This design comes from an exercise in tuning for small area and a short achievable clock period on the open sky130 flow, not from production work. Where RTL was checked, it was by simulation tests only, not by an equivalence proof against the original. The RTL of run 2 was laid out without a check of its function.

==> flow/design.v (outline; a module is shown in full before it is edited, if it fits) <==
// module FA: 6 lines
// module HA: 6 lines
// module XN2: 5 lines
// module OR2: 5 lines
// module MX: 5 lines
// module X2: 5 lines
// module LSTM: 1755 lines
module LSTM(clk, Of, En, Ci, Cip, In, Ui, Uf, Uk, Uo, Wi, Wk, Wf, Wo, Vo, Bi, Bo, Bf, Bk, PrevH, Cout, Hout);
  // ...
==> flow/flow/run.sh <==
#!/bin/bash
set -euo pipefail
export BUFFER_PORTS_ARGS="-buffer_cell sky130_fd_sc_hd__buf_1"
bash standard.sh > standard_flow.log 2>&1
==> flow/standard.sh <==
#!/bin/bash
# synth_recipe.tcl (not shown) runs the flow's synth.tcl, then flattens the netlist and writes it again
# the make line also repeats each setting of config.mk as NAME=value (left out here)
make -C /OpenROAD-flow-scripts/flow DESIGN_CONFIG=/design/flow/config.mk WORK_HOME=/design/flow/orfs CLKGATE_MAP_FILE= SYNTH_SCRIPT=/design/flow/synth_recipe.tcl "${@:-finish}"
==> flow/config.mk <==
export PLATFORM = sky130hd
export DESIGN_NAME = LSTM
export DESIGN_NICKNAME = LSTM
export VERILOG_FILES = /design/flow/design.v
export SDC_FILE = /design/flow/constraint.sdc
export NUM_CORES = 4
export LEC_CHECK = 0
export CAP_MARGIN = 20
export CORE_MARGIN = 2
export CORE_UTILIZATION = 40
export CTS_BUF_LIST = sky130_fd_sc_hd__clkbuf_8
export SLEW_MARGIN = 20
export SYNTH_HIERARCHICAL = 1
==> flow/constraint.sdc <==
create_clock -name core_clock -period 45.0 [get_ports {clk}]
set_input_delay 9.0000 -clock core_clock [delete_from_list [all_inputs] [get_ports {clk}]]
set_output_delay 9.0000 -clock core_clock [all_outputs]
set_load 0.01 [all_outputs]
==> results.sh, run 1 <==
export IMPL_status="complete, no violations"
export IMPL_clk_latency_ns=0.28
export IMPL_synth_ff_type="dfxtp_1"
export IMPL_ff2ff_path_depth=25
export IMPL_synth_simple_area_share=0.199
export IMPL_final_cell_mix="460 x nand2_1, 388 x fa_1, 131 x buf_1"
export IMPL_gp_congestion=0.896
export IMPL_die_x_um=188
export IMPL_setup_violations=0
export IMPL_clk_pin_slew_ns=0.10
export IMPL_grtUsageTotal=0.186
export IMPL_postCtsHoldBufs=0
export IMPL_synth_area_um2=13500
export IMPL_synthTopCellsByArea="fa_1 57%, nand2_1 13%, xnor2_1 7.8%, dfxtp_1 3.7%, or2_1 3.1%"
export IMPL_synth_compound_area_frac=0.0181
export IMPL_wl_per_cell_um=16.1
export IMPL_multi_input_area_share=0.868
export IMPL_r2r_start="ft_r[0]"
export IMPL_place_ws_ns=19.19
export IMPL_skew_ns=0.0115
export IMPL_dpl_instance_area_um2=14300
export IMPL_gr_total_overflow=0
export IMPL_use_met1=0.251
export IMPL_post_route_util=0.431
export IMPL_hold_viol_final=0
export IMPL_synth_top_area_share=0.574
export IMPL_drt_total_wl_um=30600
export IMPL_setup_tns_ns=0
export IMPL_post_route_period_util=0.573
export IMPL_crit_slowest_cell="fa_1"
export IMPL_grt_pass1_vias=10900
export IMPL_worstPathMaxFanout=8
==> inputs of run 2 (changes only) <==
--- a/flow/design.v
+++ b/flow/design.v
@@ -1587,201 +1587,188 @@
   wire w999 = 0 ^ w996 ^ w997;
   wire w1000 = (0 & w996) | (0 & w997) | (w996 & w997);
   wire w1001 = u_r[8] | (1 & w994);
   wire w1002 = c982 | (w1001 & w995);
   wire w1003 = ((w1001 & w1002) ? ({1'b0, P993} + 11'd1 >= 11'd766) : ((w1001 | w1002) ? ({1'b0, P993} + 11'd1 >= 11'd511) : ({1'b0, P993} + 11'd1 >= 11'd256)));
   wire w1004 = 1 ^ w1001 ^ w1002;
   wire w1005 = (1 & w1001) | (1 & w1002) | (w1001 & w1002);
   wire w1006 = m956 ? w1003 : w998;
-  wire s1007, c1007;
-  HA ha1007(.a(s983), .b(w999), .s(s1007), .co(c1007));
-  wire s1008, c1008;
-  FA fa1008(.a(s984), .b(w1000), .ci(c1007), .s(s1008), .co(c1008));
-  wire s1009, c1009;
-  HA ha1009(.a(s985), .b(c1008), .s(s1009), .co(c1009));
-  wire s1010, c1010;
-  HA ha1010(.a(s986), .b(c1009), .s(s1010), .co(c1010));
-  wire s1011, c1011;
-  HA ha1011(.a(s987), .b(c1010), .s(s1011), .co(c1011));
-  wire s1012, c1012;
-  HA ha1012(.a(s988), .b(c1011), .s(s1012), .co(c1012));
-  wire s1013, c1013;
-  HA ha1013(.a(s989), .b(c1012), .s(s1013), .co(c1013));
-  wire s1014 = s990 ^ c1013;
-  wire s1015, c1015;
-  HA ha1015(.a(s983), .b(w1004), .s(s1015), .co(c1015));
-  wire s1016, c1016;
-  FA fa1016(.a(s984), .b(w1005), .ci(c1015), .s(s1016), .co(c1016));
-  wire s1017, c1017;
-  HA ha1017(.a(s985), .b(c1016), .s(s1017), .co(c1017));
-  wire s1018, c1018;
-  HA ha1018(.a(s986), .b(c1017), .s(s1018), .co(c1018));
-  wire s1019, c1019;
-  HA ha1019(.a(s987), .b(c1018), .s(s1019), .co(c1019));
-  wire s1020, c1020;
-  HA ha1020(.a(s988), .b(c1019), .s(s1020), .co(c1020));
-  wire s1021, c1021;
-  HA ha1021(.a(s989), .b(c1020), .s(s1021), .co(c1021));
-  wire s1022 = s990 ^ c1021;
-  wire m1023;
-  MX mx1023(.s(m956), .a(s1015), .b(s1007), .y(m1023));
-  wire m1024;
-  MX mx1024(.s(m956), .a(s1016), .b(s1008), .y(m1024));
-  wire m1025;
-  MX mx1025(.s(m956), .a(s1017), .b(s1009), .y(m1025));
-  wire m1026;
-  MX mx1026(.s(m956), .a(s1018), .b(s1010), .y(m1026));
-  wire m1027;
-  MX mx1027(.s(m956), .a(s1019), .b(s1011), .y(m1027));
-  wire m1028;
-  MX mx1028(.s(m956), .a(s1020), .b(s1012), .y(m1028));
-  wire m1029;
-  MX mx1029(.s(m956), .a(s1021), .b(s1013), .y(m1029));
-  wire m1030;
-  MX mx1030(.s(m956), .a(s1022), .b(s1014), .y(m1030));
-  wire [7:0] cout_w = {m1030, m1029, m1028, m1027, m1026, m1025, m1024, m1023};
-  wire s1031;
-  XN2 xn1031(.a(s670), .b(s779), .y(s1031));
-  wire c1031;
-  OR2 or1031(.a(s670), .b(s779), .y(c1031));
+  wire m1007;
+  MX mx1007(.s(m956), .a(w1004), .b(w999), .y(m1007));
+  wire m1008;
+  MX mx1008(.s(m956), .a(w1005), .b(w1000), .y(m1008));
+  wire w1009 = s983 & m1007;
+  wire w1010 = (s984 & m1008) | ((s984 | m1008) & s983 & m1007);
+  wire x1011;
+  X2 xo1011(.a(s983), .b(m1007), .y(x1011));
+  wire w1012 = s984 ^ m1008;
+  wire x1013;
+  X2 xo1013(.a(w1012), .b(w1009), .y(x1013));
+  wire x1014;
+  X2 xo1014(.a(s985), .b(w1010), .y(x1014));
+  wire w1015 = &{s985};
+  wire w1016 = w1010 & w1015;
+  wire x1017;
+  X2 xo1017(.a(s986), .b(w1016), .y(x1017));
+  wire w1018 = &{s985, s986};
+  wire w1019 = w1010 & w1018;
+  wire x1020;
+  X2 xo1020(.a(s987), .b(w1019), .y(x1020));
+  wire w1021 = &{s985, s986, s987};
+  wire w1022 = w1010 & w1021;
+  wire x1023;
+  X2 xo1023(.a(s988), .b(w1022), .y(x1023));
+  wire w1024 = &{s985, s986, s987, s988};
+  wire w1025 = w1010 & w1024;
+  wire x1026;
+  X2 xo1026(.a(s989), .b(w1025), .y(x1026));
+  wire w1027 = &{s985, s986, s987, s988, s989};
+  wire w1028 = w1010 & w1027;
+  wire x1029;
+  X2 xo1029(.a(s990), .b(w1028), .y(x1029));
+  wire [7:0] cout_w = {x1029, x1026, x1023, x1020, x1017, x1014, x1013, x1011};
+  wire s1030;
+  XN2 xn1030(.a(s670), .b(s779), .y(s1030));
+  wire c1030;
+  OR2 or1030(.a(s670), .b(s779), .y(c1030));
+  wire s1031, c1031;
+  FA fa1031(.a(s671), .b(s780), .ci(c1030), .s(s1031), .co(c1031));
   wire s1032, c1032;
-  FA fa1032(.a(s671), .b(s780), .ci(c1031), .s(s1032), .co(c1032));
+  FA fa1032(.a(s672), .b(s781), .ci(c1031), .s(s1032), .co(c1032));
   wire s1033, c1033;
-  FA fa1033(.a(s672), .b(s781), .ci(c1032), .s(s1033), .co(c1033));
+  FA fa1033(.a(s673), .b(s782), .ci(c1032), .s(s1033), .co(c1033));
   wire s1034, c1034;
-  FA fa1034(.a(s673), .b(s782), .ci(c1033), .s(s1034), .co(c1034));
+  FA fa1034(.a(s674), .b(s783), .ci(c1033), .s(s1034), .co(c1034));
   wire s1035, c1035;
-  FA fa1035(.a(s674), .b(s783), .ci(c1034), .s(s1035), .co(c1035));
+  FA fa1035(.a(s675), .b(s784), .ci(c1034), .s(s1035), .co(c1035));
   wire s1036, c1036;
-  FA fa1036(.a(s675), .b(s784), .ci(c1035), .s(s1036), .co(c1036));
+  FA fa1036(.a(s676), .b(s785), .ci(c1035), .s(s1036), .co(c1036));
   wire s1037, c1037;
-  FA fa1037(.a(s676), .b(s785), .ci(c1036), .s(s1037), .co(c1037));
-  wire s1038, c1038;
-  FA fa1038(.a(x678), .b(x787), .ci(c1037), .s(s1038), .co(c1038));
-  wire s1039;
-  XN2 xn1039(.a(s888), .b(w17), .y(s1039));
-  wire c1039;
-  OR2 or1039(.a(s888), .b(w17), .y(c1039));
+  FA fa1037(.a(x678), .b(x787), .ci(c1036), .s(s1037), .co(c1037));
+  wire s1038;
+  XN2 xn1038(.a(s888), .b(w17), .y(s1038));
+  wire c1038;
+  OR2 or1038(.a(s888), .b(w17), .y(c1038));
+  wire s1039, c1039;
+  FA fa1039(.a(s889), .b(w18), .ci(c1038), .s(s1039), .co(c1039));
   wire s1040, c1040;
-  FA fa1040(.a(s889), .b(w18), .ci(c1039), .s(s1040), .co(c1040));
+  FA fa1040(.a(s890), .b(w19), .ci(c1039), .s(s1040), .co(c1040));
   wire s1041, c1041;
-  FA fa1041(.a(s890), .b(w19), .ci(c1040), .s(s1041), .co(c1041));
+  FA fa1041(.a(s891), .b(w20), .ci(c1040), .s(s1041), .co(c1041));
   wire s1042, c1042;
-  FA fa1042(.a(s891), .b(w20), .ci(c1041), .s(s1042), .co(c1042));
+  FA fa1042(.a(s892), .b(w21), .ci(c1041), .s(s1042), .co(c1042));
   wire s1043, c1043;
-  FA fa1043(.a(s892), .b(w21), .ci(c1042), .s(s1043), .co(c1043));
+  FA fa1043(.a(s893), .b(w22), .ci(c1042), .s(s1043), .co(c1043));
   wire s1044, c1044;
-  FA fa1044(.a(s893), .b(w22), .ci(c1043), .s(s1044), .co(c1044));
+  FA fa1044(.a(s894), .b(w23), .ci(c1043), .s(s1044), .co(c1044));
   wire s1045, c1045;
-  FA fa1045(.a(s894), .b(w23), .ci(c1044), .s(s1045), .co(c1045));
-  wire s1046, c1046;
-  FA fa1046(.a(x896), .b(w24), .ci(c1045), .s(s1046), .co(c1046));
-  wire s1047;
-  XN2 xn1047(.a(s1031), .b(s1039), .y(s1047));
-  wire c1047;
-  OR2 or1047(.a(s1031), .b(s1039), .y(c1047));
+  FA fa1045(.a(x896), .b(w24), .ci(c1044), .s(s1045), .co(c1045));
+  wire s1046;
+  XN2 xn1046(.a(s1030), .b(s1038), .y(s1046));
+  wire c1046;
+  OR2 or1046(.a(s1030), .b(s1038), .y(c1046));
+  wire s1047, c1047;
+  FA fa1047(.a(s1031), .b(s1039), .ci(c1046), .s(s1047), .co(c1047));
   wire s1048, c1048;
   FA fa1048(.a(s1032), .b(s1040), .ci(c1047), .s(s1048), .co(c1048));
   wire s1049, c1049;
   FA fa1049(.a(s1033), .b(s1041), .ci(c1048), .s(s1049), .co(c1049));
   wire s1050, c1050;
   FA fa1050(.a(s1034), .b(s1042), .ci(c1049), .s(s1050), .co(c1050));
   wire s1051, c1051;
   FA fa1051(.a(s1035), .b(s1043), .ci(c1050), .s(s1051), .co(c1051));
   wire s1052, c1052;
   FA fa1052(.a(s1036), .b(s1044), .ci(c1051), .s(s1052), .co(c1052));
-  wire s1053, c1053;
-  FA fa1053(.a(s1037), .b(s1045), .ci(c1052), .s(s1053), .co(c1053));
-  wire s1054 = s1038 ^ s1046 ^ c1053;
-  wire c1055 = (s1038 & s1046) | (s1038 & c1053) | (s1046 & c1053);
-  wire s1056 = c1038 ^ c1046 ^ c1055;
-  wire c1057 = (c1038 & c1046) | (c1038 & c1055) | (c1046 & c1055);
-  wire [9:0] P1057 = {~c1057, ~s1056, ~s1054, ~s1053, ~s1052, ~s1051, ~s1050, ~s1049, ~s1048, ~s1047};
-  wire w1058 = &{~s1031, ~s1032, ~s1033, ~s1034, ~s1035, ~s1036, ~s1037, ~s1038};
-  wire w1059 = &{~s1039, ~s1040, ~s1041, ~s1042, ~s1043, ~s1044, ~s1045, ~s1046};
-  wire w1060 = ~c1038 | (0 & w1058);
-  wire w1061 = ~c1046 | (w1060 & w1059);
-  wire w1062 = ((w1060 & w1061) ? ({1'b0, P1057} + 11'd0 >= 11'd766) : ((w1060 | w1061) ? ({1'b0, P1057} + 11'd0 >= 11'd511) : ({1'b0, P1057} + 11'd0 >= 11'd256)));
-  wire w1063 = 0 ^ w1060 ^ w1061;
-  wire w1064 = (0 & w1060) | (0 & w1061) | (w1060 & w1061);
-  wire w1065 = ~c1038 | (1 & w1058);
-  wire w1066 = ~c1046 | (w1065 & w1059);
-  wire w1067 = ((w1065 & w1066) ? ({1'b0, P1057} + 11'd1 >= 11'd766) : ((w1065 | w1066) ? ({1'b0, P1057} + 11'd1 >= 11'd511) : ({1'b0, P1057} + 11'd1 >= 11'd256)));
-  wire w1068 = 1 ^ w1065 ^ w1066;
-  wire w1069 = (1 & w1065) | (1 & w1066) | (w1065 & w1066);
-  wire w1070 = &{~s1047, ~s1048, ~s1049, ~s1050, ~s1051, ~s1052, ~s1053};
-  wire w1071 = &{~s1048, ~s1049, ~s1050, ~s1051, ~s1052, ~s1053};
-  wire w1072 = (&{~s1049, ~s1050, ~s1051, ~s1052, ~s1053}) & (~s1048 | ~s1047);
-  wire w1073 = &{~s1031, ~s1032, ~s1033, ~s1034, ~s1035, ~s1036, ~s1037, ~s1038};
-  wire w1074 = &{~s1039, ~s1040, ~s1041, ~s1042, ~s1043, ~s1044, ~s1045, ~s1046};
-  wire w1075 = ~c1046 | w1074;
-  wire w1076 = ~c1038 | (w998 & w1073);
-  wire w1077 = ~(w1076) & ~(~c1046);
-  wire w1078 = w1076 ? ~(w1075) : ~c1046;
-  wire w1079 = ~(w1076) | ~(w1075);
-  wire w1080 = w998 ? w1072 : w1071;
-  wire w1081 = w998 ? w1071 : w1070;
-  wire w1082 = w1079 | (~s1054 & w1080);
-  wire w1083 = w1077 | (w1078 & ~s1054 & w1081);
-  wire w1084 = w998 & w1077 & ~s1054 & w1070;
-  wire o1085;
-  OR2 ok1085(.a(~c1057), .b(w1083), .y(o1085));
+  wire s1053 = s1037 ^ s1045 ^ c1052;
+  wire c1054 = (s1037 & s1045) | (s1037 & c1052) | (s1045 & c1052);
+  wire s1055 = c1037 ^ c1045 ^ c1054;
+  wire c1056 = (c1037 & c1045) | (c1037 & c1054) | (c1045 & c1054);
+  wire [9:0] P1056 = {~c1056, ~s1055, ~s1053, ~s1052, ~s1051, ~s1050, ~s1049, ~s1048, ~s1047, ~s1046};
+  wire w1057 = &{~s1030, ~s1031, ~s1032, ~s1033, ~s1034, ~s1035, ~s1036, ~s1037};
+  wire w1058 = &{~s1038, ~s1039, ~s1040, ~s1041, ~s1042, ~s1043, ~s1044, ~s1045};
+  wire w1059 = ~c1037 | (0 & w1057);
+  wire w1060 = ~c1045 | (w1059 & w1058);
+  wire w1061 = ((w1059 & w1060) ? ({1'b0, P1056} + 11'd0 >= 11'd766) : ((w1059 | w1060) ? ({1'b0, P1056} + 11'd0 >= 11'd511) : ({1'b0, P1056} + 11'd0 >= 11'd256)));
+  wire w1062 = 0 ^ w1059 ^ w1060;
+  wire w1063 = (0 & w1059) | (0 & w1060) | (w1059 & w1060);
+  wire w1064 = ~c1037 | (1 & w1057);
+  wire w1065 = ~c1045 | (w1064 & w1058);
+  wire w1066 = ((w1064 & w1065) ? ({1'b0, P1056} + 11'd1 >= 11'd766) : ((w1064 | w1065) ? ({1'b0, P1056} + 11'd1 >= 11'd511) : ({1'b0, P1056} + 11'd1 >= 11'd256)));
+  wire w1067 = 1 ^ w1064 ^ w1065;
+  wire w1068 = (1 & w1064) | (1 & w1065) | (w1064 & w1065);
+  wire w1069 = &{~s1046, ~s1047, ~s1048, ~s1049, ~s1050, ~s1051, ~s1052};
+  wire w1070 = &{~s1047, ~s1048, ~s1049, ~s1050, ~s1051, ~s1052};
+  wire w1071 = (&{~s1048, ~s1049, ~s1050, ~s1051, ~s1052}) & (~s1047 | ~s1046);
+  wire w1072 = &{~s1030, ~s1031, ~s1032, ~s1033, ~s1034, ~s1035, ~s1036, ~s1037};
+  wire w1073 = &{~s1038, ~s1039, ~s1040, ~s1041, ~s1042, ~s1043, ~s1044, ~s1045};
+  wire w1074 = ~c1045 | w1073;
+  wire w1075 = ~c1037 | (w998 & w1072);
+  wire w1076 = ~(w1075) & ~(~c1045);
+  wire w1077 = w1075 ? ~(w1074) : ~c1045;
+  wire w1078 = ~(w1075) | ~(w1074);
+  wire w1079 = w998 ? w1071 : w1070;
+  wire w1080 = w998 ? w1070 : w1069;
+  wire w1081 = w1078 | (~s1053 & w1079);
+  wire w1082 = w1076 | (w1077 & ~s1053 & w1080);
+  wire w1083 = w998 & w1076 & ~s1053 & w1069;
+  wire o1084;
+  OR2 ok1084(.a(~c1056), .b(w1082), .y(o1084));
+  wire m1085;
+  MX mx1085(.s(~c1056), .a(w1081), .b(w1083), .y(m1085));
   wire m1086;
-  MX mx1086(.s(~c1057), .a(w1082), .b(w1084), .y(m1086));
-  wire m1087;
-  MX mx1087(.s(~s1056), .a(o1085), .b(m1086), .y(m1087));
-  wire w1088 = ~c1038 | (w1003 & w1073);
-  wire w1089 = ~(w1088) & ~(~c1046);
-  wire w1090 = w1088 ? ~(w1075) : ~c1046;
-  wire w1091 = ~(w1088) | ~(w1075);
-  wire w1092 = w1003 ? w1072 : w1071;
-  wire w1093 = w1003 ? w1071 : w1070;
-  wire w1094 = w1091 | (~s1054 & w1092);
-  wire w1095 = w1089 | (w1090 & ~s1054 & w1093);
-  wire w1096 = w1003 & w1089 & ~s1054 & w1070;
-  wire o1097;
-  OR2 ok1097(.a(~c1057), .b(w1095), .y(o1097));
+  MX mx1086(.s(~s1055), .a(o1084), .b(m1085), .y(m1086));
+  wire w1087 = ~c1037 | (w1003 & w1072);
+  wire w1088 = ~(w1087) & ~(~c1045);
+  wire w1089 = w1087 ? ~(w1074) : ~c1045;
+  wire w1090 = ~(w1087) | ~(w1074);
+  wire w1091 = w1003 ? w1071 : w1070;
+  wire w1092 = w1003 ? w1070 : w1069;
+  wire w1093 = w1090 | (~s1053 & w1091);
+  wire w1094 = w1088 | (w1089 & ~s1053 & w1092);
+  wire w1095 = w1003 & w1088 & ~s1053 & w1069;
+  wire o1096;
+  OR2 ok1096(.a(~c1056), .b(w1094), .y(o1096));
+  wire m1097;
+  MX mx1097(.s(~c1056), .a(w1093), .b(w1095), .y(m1097));
   wire m1098;
-  MX mx1098(.s(~c1057), .a(w1094), .b(w1096), .y(m1098));
+  MX mx1098(.s(~s1055), .a(o1096), .b(m1097), .y(m1098));
   wire m1099;
-  MX mx1099(.s(~s1056), .a(o1097), .b(m1098), .y(m1099));
-  wire m1100;
-  MX mx1100(.s(m956), .a(m1099), .b(m1087), .y(m1100));
+  MX mx1099(.s(m956), .a(m1098), .b(m1086), .y(m1099));
+  wire w1100 = w1006 ? w1067 : w1062;
   wire w1101 = w1006 ? w1068 : w1063;
-  wire w1102 = w1006 ? w1069 : w1064;
-  wire s1103;
-  XN2 xn1103(.a(s1047), .b(~w1101), .y(s1103));
-  wire c1103;
-  OR2 or1103(.a(s1047), .b(~w1101), .y(c1103));
-  wire s1104, c1104;
-  FA fa1104(.a(s1048), .b(~w1102), .ci(c1103), .s(s1104), .co(c1104));
+  wire s1102;
+  XN2 xn1102(.a(s1046), .b(~w1100), .y(s1102));
+  wire c1102;
+  OR2 or1102(.a(s1046), .b(~w1100), .y(c1102));
+  wire s1103, c1103;
+  FA fa1103(.a(s1047), .b(~w1101), .ci(c1102), .s(s1103), .co(c1103));
+  wire s1104;
+  XN2 xn1104(.a(s1048), .b(c1103), .y(s1104));
+  wire c1104;
+  OR2 or1104(.a(s1048), .b(c1103), .y(c1104));
   wire s1105;
   XN2 xn1105(.a(s1049), .b(c1104), .y(s1105));
   wire c1105;
   OR2 or1105(.a(s1049), .b(c1104), .y(c1105));
   wire s1106;
   XN2 xn1106(.a(s1050), .b(c1105), .y(s1106));
   wire c1106;
   OR2 or1106(.a(s1050), .b(c1105), .y(c1106));
   wire s1107;
   XN2 xn1107(.a(s1051), .b(c1106), .y(s1107));
   wire c1107;
   OR2 or1107(.a(s1051), .b(c1106), .y(c1107));
   wire s1108;
   XN2 xn1108(.a(s1052), .b(c1107), .y(s1108));
   wire c1108;
   OR2 or1108(.a(s1052), .b(c1107), .y(c1108));
-  wire s1109;
-  XN2 xn1109(.a(s1053), .b(c1108), .y(s1109));
-  wire c1109;
-  OR2 or1109(.a(s1053), .b(c1108), .y(c1109));
-  wire s1110 = ~(s1054 ^ c1109);
-  wire [7:0] h_d = {s1110, s1109, s1108, s1107, s1106, s1105, s1104, s1103};
+  wire s1109 = ~(s1053 ^ c1108);
+  wire [7:0] h_d = {s1109, s1108, s1107, s1106, s1105, s1104, s1103, s1102};
   always @(posedge clk) begin
     u_r  <= En ? u_d  : 9'd0;
     ft_r <= En ? ft_d : 8'd0;
     h_r  <= En ? h_d  : 8'd0;
   end
   assign Hout = h_r;
   assign Cout = cout_w;
-  assign Of = m1100;
+  assign Of = m1099;
 endmodule
==> run 2 against run 1 <==
Net effect: still clean on timing, DRC and antenna; fmax fell by 2.9%; critical path depth rose by 8; hold slack got worse by 0.31 ns; via count fell by 0.43%; critical endpoint is now Cout[7].
==> results.sh, run 2 <==
export IMPL_status="complete, no violations"
export IMPL_cts_buffers=3
export IMPL_critPathKind="input port to output port"
export IMPL_post_route_period_util=0.590
export IMPL_grtUsageTotal=0.189
export IMPL_cpMostUsedCell="fa_1"
export IMPL_skew_ns=0.00564
export IMPL_postSynthCellCount=1367
export IMPL_yosysWarnings=7
export IMPL_final_cell_mix="456 x nand2_1, 386 x fa_1, 131 x buf_1"
export IMPL_postRouteAntennaNets=0
export IMPL_drive_gt1_frac=0.0237
export IMPL_avgSynthCellArea_um2=9.73
export IMPL_synth_cell_types=45
export IMPL_cts_sinks=25
export IMPL_cap_violations=0
export IMPL_io_buffers=131
export IMPL_largestRegisters="u_r: 9 flops, ft_r: 8 flops, h_r: 8 flops"
export IMPL_cp_top_family="adder cells"
export IMPL_post_cts_setup_buffers=0
export IMPL_synth_commonest_cells="456 x nand2_1, 386 x fa_1, 119 x xnor2_1"
export IMPL_layout_commonest_cell="nand2_1"
export IMPL_cts_tree="yes"
export IMPL_initial_utilization=0.408
export IMPL_synthTopCellsByArea="fa_1 58%, nand2_1 13%, xnor2_1 7.8%, dfxtp_1 3.8%, or2_1 3.2%"
export IMPL_grt_pass1_wl_um=53200
export IMPL_drt_total_wl_um=31200
export IMPL_postCtsHoldBufs=0
export IMPL_crit_slowest_cell="fa_1"
export IMPL_gp_congestion=0.848
export IMPL_drc_errors=0
export IMPL_mappedNetlistNets=1901
export IMPL_pin_count=148
export IMPL_cpPeakStageDelay_ns=0.57
export IMPL_max_freq_ghz=0.0377
export IMPL_synth_ff_type="dfxtp_1"
export IMPL_worstPathMaxFanout=32
export IMPL_worst_ep_arrival_time_ns=17.55
export IMPL_finalMaxSlewViolations=0
export IMPL_ys_seq_area_frac=0.0376
export IMPL_crit_required_ns=36.00
export IMPL_synth_edff_count=0
export IMPL_worstHoldStart="u_r[8]"
export IMPL_r2r_start="ft_r[0]"
export IMPL_via_per_inst=5.13
export IMPL_nets=1970
export IMPL_post_route_util=0.435
export IMPL_dp_hpwl_um=26400
export IMPL_slew_headroom=0.457
export IMPL_hold_class="flip-flop to flip-flop"
export IMPL_coreArea_um2=32600
export IMPL_cts_resized=0
export IMPL_register_area_um2=500
export IMPL_rsz0062_at_grt="no"
export IMPL_fillerInstances=3193
export IMPL_setup_tns_ns=0
export IMPL_ys_ff_latch=25
export IMPL_die_x_um=186
export IMPL_h_tree_depth=1
export IMPL_hold_viol_final=0
export IMPL_clk_pin_slew_ns=0.09
export IMPL_gr_total_overflow=0
export IMPL_clockBufferDepth=2
export IMPL_synth_top_area_share=0.581
export IMPL_num_vias=9632
export IMPL_cp_end_kind="output port"
export IMPL_min_period_ns=26.55
export IMPL_crit_path_start_kind="input port"
export IMPL_grt_pass1_vias=10600
export IMPL_grt_max_degree=33
export IMPL_yosysMostFrequentCell="nand2_1"
export IMPL_synth_area_um2=13300
export IMPL_wl_per_cell_um=16.6
export IMPL_drt_iter0_drc=425
export IMPL_die_h_um=186
export IMPL_largest_register="u_r"
export IMPL_die_area_um2=34700
export IMPL_crit_path_start="In[2]"
export IMPL_first_pass_iters=5
export IMPL_tightest_slew_ns=0.815
export IMPL_largest_reg_flops=9
export IMPL_clk_latency_ns=0.27
export IMPL_num_rows=66
export IMPL_setup_violations=0
export IMPL_yosysTopAreaCell="fa_1"
export IMPL_cp_num_buf_inv=6
export IMPL_synthArstFlopShare=0
export IMPL_multi_input_area_um2=12300
export IMPL_antenna_found_initial=3
export IMPL_root_buffer="clkbuf_8"
export IMPL_syn2layout_area_growth_pct=6.54
==> run 2: cell count changes after synthesis, moves of 3 or more <==
cell	before	now
nor4_1	12	9
nand3_1	5	8
or4_1	0	3
clkbuf_1	64	60
mux2_4	14	8
a211o_1	0	3
nand2_1	460	456
and2_1	27	30
xor2_1	18	24
ha_1	27	17
buf_1	9	13
==> run 2: cell families (layout without fill, tap and decap cells) <==
family | Yosys count | count (layout) | share of synthesized area
AO/OA/AOI/OAI | 36 | 36 | 0.0191
multiplexers | 10 | 10 | 0.0105
other | 0 | 2 | 0
adder cells (fa/ha/maj) | 403 | 403 | 0.597
AND/OR/NAND/NOR | 618 | 618 | 0.202
buffers and inverters | 132 | 200 | 0.0401
XOR/XNOR | 143 | 143 | 0.0941
flip-flops | 25 | 25 | 0.0376
==> run 2: area by class of cell <==
class	instances	share of cell area
Antenna cell	2	0.000353
Clock buffer	3	0.00291
Clock inverter	1	0.000618
Inverter	49	0.0130
Multi-Input combinational cell	1210	0.866
Sequential cell	25	0.0353
Tap cell	442	0.0390
Timing Repair Buffer	147	0.0432
==> run 2: tightest hold or removal path, cell delays in order, from the launching register on <==
cell	delay (ns)
dfxtp_1	0.40
ha_1	0.22
o31ai_1	0.11
a21oi_1	0.18
a31oi_2	0.07
mux2i_1	0.14
xnor2_1	0.14
and2_1	0.11
==> run 2: per-module statistics from Yosys, one instance, submodules excluded <==
module | flops+latches | copies in the design
HA | 0 | 3
X2 | 0 | 16
FA | 0 | 382
OR2 | 0 | 68
MX | 0 | 8
LSTM | 25 | 1
XN2 | 0 | 65
==> run 2: path summary, 6_finish.rpt <==
| kind | to | slack, ns | cells after the start |
|---|---|---|---|
| min reg2reg | h_r[0] | 1.40 | 7 |
| min | h_r[0] | 1.40 | 7 |
| max | Cout[7] | 18.45 | 32 |
| max reg2reg | h_r[7] | 37.02 | 25 |
==> run 2: per-stage QoR <==
step	instance area, um^2	setup slack [ns]	hold WS (ns)	cells
final	14200	18.45	1.40	1879
after global routing	14200	18.01	1.52	1878
after CTS	14200	18.42	1.42	1877
after detailed placement	14100	18.43	1.40	1873
after global placement	14100	18.55	1.39	1873
after floorplan	13300	18.80	1.28	1367
==> run 2: metal layers <==
layer | up-vias | track usage | routed length, um
li1 | 4277 | - | -
met1 | 5022 | 0.258 | 13400
met2 | 297 | 0.329 | 15700
met3 | 34 | 0.0216 | 1710
met4 | 2 | 0.0323 | 476
met5 | - | 0 | 13

==> afterwards: timing with drivers on the ports <==
The flow's constraints put no driver on any port. The routed layouts listed below were extracted and timed again, unchanged, in two steps.
Step 1 (the two cells are an assumption about what drives the block):
set clk [get_ports {clk}]
set_driving_cell -lib_cell sky130_fd_sc_hd__clkbuf_16 $clk
set_driving_cell -lib_cell sky130_fd_sc_hd__buf_2 [delete_from_list [all_inputs] $clk]
Step 2 also shifts input and output timing later by t, the mid clock arrival at the registers, as if the neighbouring blocks saw the same clock.
Slacks: no drivers / after step 1 / after step 2; pairs: no drivers / after step 1.
run	t, ns	setup slack, ns	latest minus earliest clock arrival (ns)	cell pins on the clock port's net
run 1	0.302	19.219 / 19.195 / 19.195	0.011 / 0.011	1
run 2	0.295	18.453 / 18.430 / 18.430	0.006 / 0.005	1
After both steps every run listed still meets setup and hold. The setup slack of run 1, which loses most, moves by -0.024 ns with the drivers and by -0.024 ns with both steps.
